Context: an optimization exercise on an open-source flow, tuned for small area and a short achievable clock period. The choices shown serve that exercise and are no tape-out recipe. The RTL was checked by simulation tests, not by an equivalence proof against the original design. Power is estimated from default activity; no workload was simulated.

## v16
==> flow/design.v (excerpt) <==
module I2C_Master (clk, reset, address, byteenable, chipselect, writedata, readdata, write, read, i2c_sda_in, i2c_sda_out, i2c_scl, ref_clk_test, debug_port);
	input		clk, reset;
	input		read, write, chipselect;
	input	[1:0]	address;
	input	[3:0]	byteenable;
	input	[31:0]	writedata;
	output reg [31:0] readdata;
	input		i2c_sda_in;
	output		i2c_sda_out;
	output		i2c_scl;
	output		ref_clk_test;
	output	[14:0]	debug_port;
	localparam ADDRESS	= 2'b00;
	localparam DATA		= 2'b01;
	localparam STATUS	= 2'b10;
	localparam CONTROL	= 2'b11;
	reg [31:0]	slave_address;
	reg [31:0]	control_reg;
	reg [7:0]	tx_fifo_data_in;
	reg		tx_fifo_wr_req;
	reg		clr_tx_fifo_overflow;
	reg		clr_rx_fifo_overflow;
	reg		chipselect_del;
	wire [7:0]	tx_fifo_data_out;
	wire		tx_fifo_rd_req;
	wire		tx_fifo_full, tx_fifo_empty, tx_fifo_overflow;
	wire [5:0]	tx_fifo_wr_index, tx_fifo_rd_index;
	wire [7:0]	rx_fifo_data_in;
	wire		rx_fifo_wr_req;
	wire		rx_fifo_rd_req;
	wire [7:0]	rx_fifo_data_out;
	wire		rx_fifo_full, rx_fifo_empty, rx_fifo_overflow;
	wire [5:0]	rx_fifo_wr_index, rx_fifo_rd_index;
	wire		BUSY, ACK_ERROR;
	wire [31:0]	status = {rx_fifo_rd_index, rx_fifo_wr_index, tx_fifo_rd_index, tx_fifo_wr_index,
				  BUSY, ACK_ERROR, tx_fifo_empty, tx_fifo_full, tx_fifo_overflow,
				  rx_fifo_empty, rx_fifo_full, rx_fifo_overflow};
	wire rc = read & chipselect;
	wire sel_address = rc & (address == ADDRESS);
	wire sel_data    = rc & (address == DATA);
	wire sel_status  = rc & (address == STATUS);
	wire sel_control = rc & (address == CONTROL);
	always @(*)
		readdata = ({32{sel_address}} & slave_address)
			 | ({32{sel_data}}    & {24'b0, rx_fifo_data_out})
			 | ({32{sel_status}}  & status)
			 | ({32{sel_control}} & control_reg);
	wire bus_write = write & chipselect;
	always @(posedge clk)
	begin
		if (reset)
		begin
			slave_address	<= 32'h0;
			control_reg	<= 32'h0;
		end
		else if (bus_write)
		begin
			if (address == ADDRESS)
				slave_address	<= writedata;
			if (address == CONTROL)
				control_reg	<= writedata;
		end
	end
	always @(posedge clk)
		if (bus_write && address == DATA)
			tx_fifo_data_in <= writedata[7:0];
	always @(posedge clk)
	begin
		if (reset)
		begin
			tx_fifo_wr_req		<= 1'b0;
			clr_tx_fifo_overflow	<= 1'b0;
			clr_rx_fifo_overflow	<= 1'b0;
		end
  ...
Settings: LEC_CHECK=0, CAP_MARGIN=20, CORE_MARGIN=2, CORE_UTILIZATION=50, CTS_BUF_LIST=sky130_fd_sc_hd__clkbuf_16, CTS_CLUSTER_DIAMETER=60, CTS_CLUSTER_SIZE=24, PLACE_DENSITY=0.65, SETUP_SLACK_MARGIN=1.8, SLEW_MARGIN=20; clock period 4.5 ns.
run.sh (not shown) runs the stock make flow with config.mk's settings and CLKGATE_MAP_FILE= SYNTH_SCRIPT=/design/flow/synth_recipe.tcl, a recipe that flattens the netlist after the stock synthesis.
diff inputs: v16 => v11
diff --git a/flow/config.mk b/flow/config.mk
--- a/flow/config.mk
+++ b/flow/config.mk
@@ -9,7 +9,4 @@
 export CORE_MARGIN = 2
-export CORE_UTILIZATION = 50
-export CTS_BUF_LIST = sky130_fd_sc_hd__clkbuf_16
-export CTS_CLUSTER_DIAMETER = 60
-export CTS_CLUSTER_SIZE = 24
-export PLACE_DENSITY = 0.65
+export CORE_UTILIZATION = 70
+export PLACE_DENSITY = 0.8
 export SETUP_SLACK_MARGIN = 1.8
[summary]
NOTE routability congestion estimate v16->v11 increased by a few percent. Taking v16 as the reference point, the post-route worst hold slack of v11 rises by 0.021 ns. Looking at the reports, v11 completed the entire flow and the layout it produced met the timing, design-rule and antenna checks. Against v16 as the reference, v11 delivers a higher total global routing track utilization. v11 against v16: post-layout instance count excluding filler cells shrank by 229, number of buffers created by CTS increased by 36% relative to the old numbers, via count has increased, proportion of power drawn by flip-flops and latches down 3.6 points. The count of filler cells inserted in the layout of v11 is lower than that of v16. Against v16, total number of tap cells in v11 fell by more than a quarter. Summary of v11 over v16: sequential fraction of total cell area fell 0.96 points, worst setup slack now sits lower. v16 vs v11, first element of the critical path: address[1] vs TX_FIFO_inst.rd_index[3]$_SDFFE_PP0P_.
### v11 -> v19
diff --git a/flow/config.mk b/flow/config.mk
--- a/flow/config.mk
+++ b/flow/config.mk
@@ -9,4 +9,4 @@
 export CORE_MARGIN = 2
-export CORE_UTILIZATION = 70
-export PLACE_DENSITY = 0.8
+export CORE_UTILIZATION = 50
+export PLACE_DENSITY = 0.65
 export SETUP_SLACK_MARGIN = 1.8
Results
- Min weighted congestion reported at the end of routability-driven placement across v19 and v11: v19
- Cell with the biggest individual delay on the critical path: sky130_fd_sc_hd__mux4_2 -> v19, sky130_fd_sc_hd__a221oi_1 -> v11
- Maximum clock frequency ends up lower on v11.
- Looking at v19 and v11, the sequential power share is a wash.
- Of the two candidates, v11 has the worse normalized max-slew margin and v19 the better one.
- v19 was carried through to the last stage, and its layout satisfied the timing, design-rule and antenna checks.
- When the final numbers for v19 and v11 were put side by side, the non-clock buffer count turned out to be greater in v11.
- Cell area: v19 vs v11 — no meaningful difference
- Against v11, multi-input combinational cell area in v19 fell slightly.
- v19: actual transition at the worst max-transition pin lower than v11
- v19 vs v11: share of the cycle needed by the critical path after routing down
Input-level comparison between v54 and v19:
diff --git a/flow/config.mk b/flow/config.mk
--- a/flow/config.mk
+++ b/flow/config.mk
@@ -10,4 +10,7 @@
 export CORE_UTILIZATION = 50
+export CTS_BUF_LIST = sky130_fd_sc_hd__clkbuf_16
+export CTS_CLUSTER_DIAMETER = 80
+export CTS_CLUSTER_SIZE = 30
 export PLACE_DENSITY = 0.65
-export SETUP_SLACK_MARGIN = 1.8
+export SETUP_SLACK_MARGIN = 2.0
 export SLEW_MARGIN = 20
### Flow results
- v54 reached the final stage; the timing, design-rule and antenna checks on its layout passed.
- Going from v19 to v54, final period demand of the worst path decreased 0.032 ns, global-route wire length before repair increased about 0.7%, minimum setup slack among reg-to-reg paths essentially unchanged, number of signal-net buffers in the layout increased 105.
- Combined area of the multi-input logic cells grows by more than 10% when moving from v19 to v54.
- Of v19 and v54, the higher met3 capacity usage during global routing belongs to v54.
- Worst ir drop on vdd, v19 and v54: smaller value in v54
### v54 -> v50
diff --git a/flow/config.mk b/flow/config.mk
--- a/flow/config.mk
+++ b/flow/config.mk
@@ -11,6 +11,6 @@
 export CTS_BUF_LIST = sky130_fd_sc_hd__clkbuf_16
-export CTS_CLUSTER_DIAMETER = 80
-export CTS_CLUSTER_SIZE = 30
-export PLACE_DENSITY = 0.65
-export SETUP_SLACK_MARGIN = 2.0
+export CTS_CLUSTER_DIAMETER = 70
+export CTS_CLUSTER_SIZE = 27
+export PLACE_DENSITY = 0.75
+export SETUP_SLACK_MARGIN = 1.8
 export SLEW_MARGIN = 20
==> comparison <==
Changes observed in v50 relative to v54: aggregate global routing overflow now sits at about the same level, part of the power in combinational logic now sits higher, fraction of cell area in non-clock buffers now sits lower, total count of max-transition violations in the final report now sits at about the same level. Clock-cell share of area: v50 > v54. Between v50 and v54, the utilization is lower for v50. As of v50, cell internal power dissipation had risen by a few percent compared to v54.


beta:
Another version of the RTL of I2C_Master (not shown whole).
Size in the first run: about 1,200 flip-flops, roughly 94 I/O pins, about 49,000 µm² of cells after synthesis.
clock: 4.5 ns
lec_check: 0
cap_margin: 20
core_margin: 2
core_utilization: 50
cts_buf_list: sky130_fd_sc_hd__clkbuf_16
cts_cluster_diameter: 60
cts_cluster_size: 24
place_density: 0.65
setup_slack_margin: 1.8
slew_margin: 20
The inputs of delta differ from those of beta as listed below.
Settings: a change of CTS_CLUSTER_DIAMETER from 60 to 80; a change of CTS_CLUSTER_SIZE from 24 to 30.
### Flow results
Relative contribution of sequential cells to total power in delta is 6.5 points above beta.
delta and beta ended up with nearly the same timing-limited maximum frequency.
In the metrics for delta and beta, the one carrying the lower worst hold slack is beta.
Final cell area: delta below beta
NOTE: internal portion of total power in delta falls short of that of beta
Cmp delta and beta / combinational power / lower: beta


Setup of red:
Another version of the RTL of I2C_Master (not shown whole).
For scale: roughly 1200 flip-flops, ~94 I/O pins, roughly 49000 µm² of cells after synthesis.
Settings: LEC_CHECK=0, CAP_MARGIN=20, CORE_MARGIN=2, CORE_UTILIZATION=50, CTS_BUF_LIST=sky130_fd_sc_hd__clkbuf_16, CTS_CLUSTER_DIAMETER=80, CTS_CLUSTER_SIZE=30, PLACE_DENSITY=0.65, SETUP_SLACK_MARGIN=1.8, SLEW_MARGIN=20; clock period 4.5 ns.
In summary, red completed successfully, with a layout that passed the timing, design-rule and antenna checks.
Edits applied to the flow inputs when going from red to blue:
- a change of CTS_BUF_LIST from sky130_fd_sc_hd__clkbuf_16 to sky130_fd_sc_hd__clkbuf_8
- a deleted CTS_CLUSTER_DIAMETER that had been 80
==> summary.txt <==
blue: full flow OK, the timing, design-rule and antenna checks passed. Setup WNS red -> blue: worse. In blue, the final clock period utilization by the worst path came out 3.9 points above the value in red. Any difference in well-tap cell count between blue and red is small enough to ignore. Changes observed in blue relative to red: overall track demand over capacity in global routing +0.84 points; combined buffer and inverter count along the critical path shrank by 1; number of search-and-repair iterations in the first detailed-routing pass increased 2; cell area went up by 1800 µm². On worst clock skew on the final layout: between blue and red, it ends up higher for blue.


Another version of the RTL of I2C_Master (not shown whole).
For scale: about 3,400 cells after synthesis, roughly 94 I/O pins.
Settings: LEC_CHECK=0, CAP_MARGIN=20, CORE_MARGIN=2, CORE_UTILIZATION=50, CTS_BUF_LIST=sky130_fd_sc_hd__clkbuf_16, CTS_CLUSTER_DIAMETER=70, CTS_CLUSTER_SIZE=27, PLACE_DENSITY=0.65, SETUP_SLACK_MARGIN=1.8, SLEW_MARGIN=20; clock period 4.5 ns.
==> next run, changes <==
- CTS_CLUSTER_DIAMETER: 70 -> 60
- CTS_CLUSTER_SIZE: 27 -> 24
Effect: Setup slack loses 33 ps; die area stays the same; hold slack got worse by 35 ps; non-clock buffer count is lower by 3; routed wire length stays flat; via count went up by about 0.7%; count of clock-buffer cells in the layout rises by 27; utilization goes up by 1.0 points.

re-timing with driven ports:
The flow's constraints put no driver on any port. The routed layouts listed below were extracted and timed again, unchanged, in two steps. Step 1, drivers: a clkbuf_16 drives clk and a buf_2 each remaining input, both assumed. Step 2 moves the port delays by t, midway between the first and last clock arrival at a register: inputs arrive t later, outputs are due t later. That takes back most of the time a late clock gives input paths. a / b / c = no drivers / after step 1 / after step 2; a / b = the first two.
run	t (ns)	slack for setup (ns)	clock arrival spread, ns
v16	0.776	1.586 / 1.408 / 1.287	0.047 / 0.047
v11	0.782	1.364 / 1.364 / 0.872	0.035 / 0.035
v19	0.792	1.589 / 1.402 / 1.232	0.044 / 0.044
v54	0.780	1.621 / 1.430 / 1.194	0.077 / 0.077
v50	0.760	1.523 / 1.514 / 1.076	0.054 / 0.055
beta	0.743	1.707 / 1.523 / 1.215	0.036 / 0.036
delta	0.762	1.703 / 1.473 / 1.232	0.067 / 0.067
red	0.776	1.715 / 1.503 / 1.073	0.035 / 0.035
blue	0.959	1.540 / 1.471 / 0.962	0.081 / 0.081
the first run of note 4	0.732	1.698 / 1.421 / 1.249	0.061 / 0.061
the second run of note 4	0.758	1.666 / 1.463 / 1.284	0.042 / 0.042
After both steps every run listed still meets setup and hold. For red, which loses most, drivers alone change the setup slack by -0.212 ns; drivers and shift together by -0.642 ns.
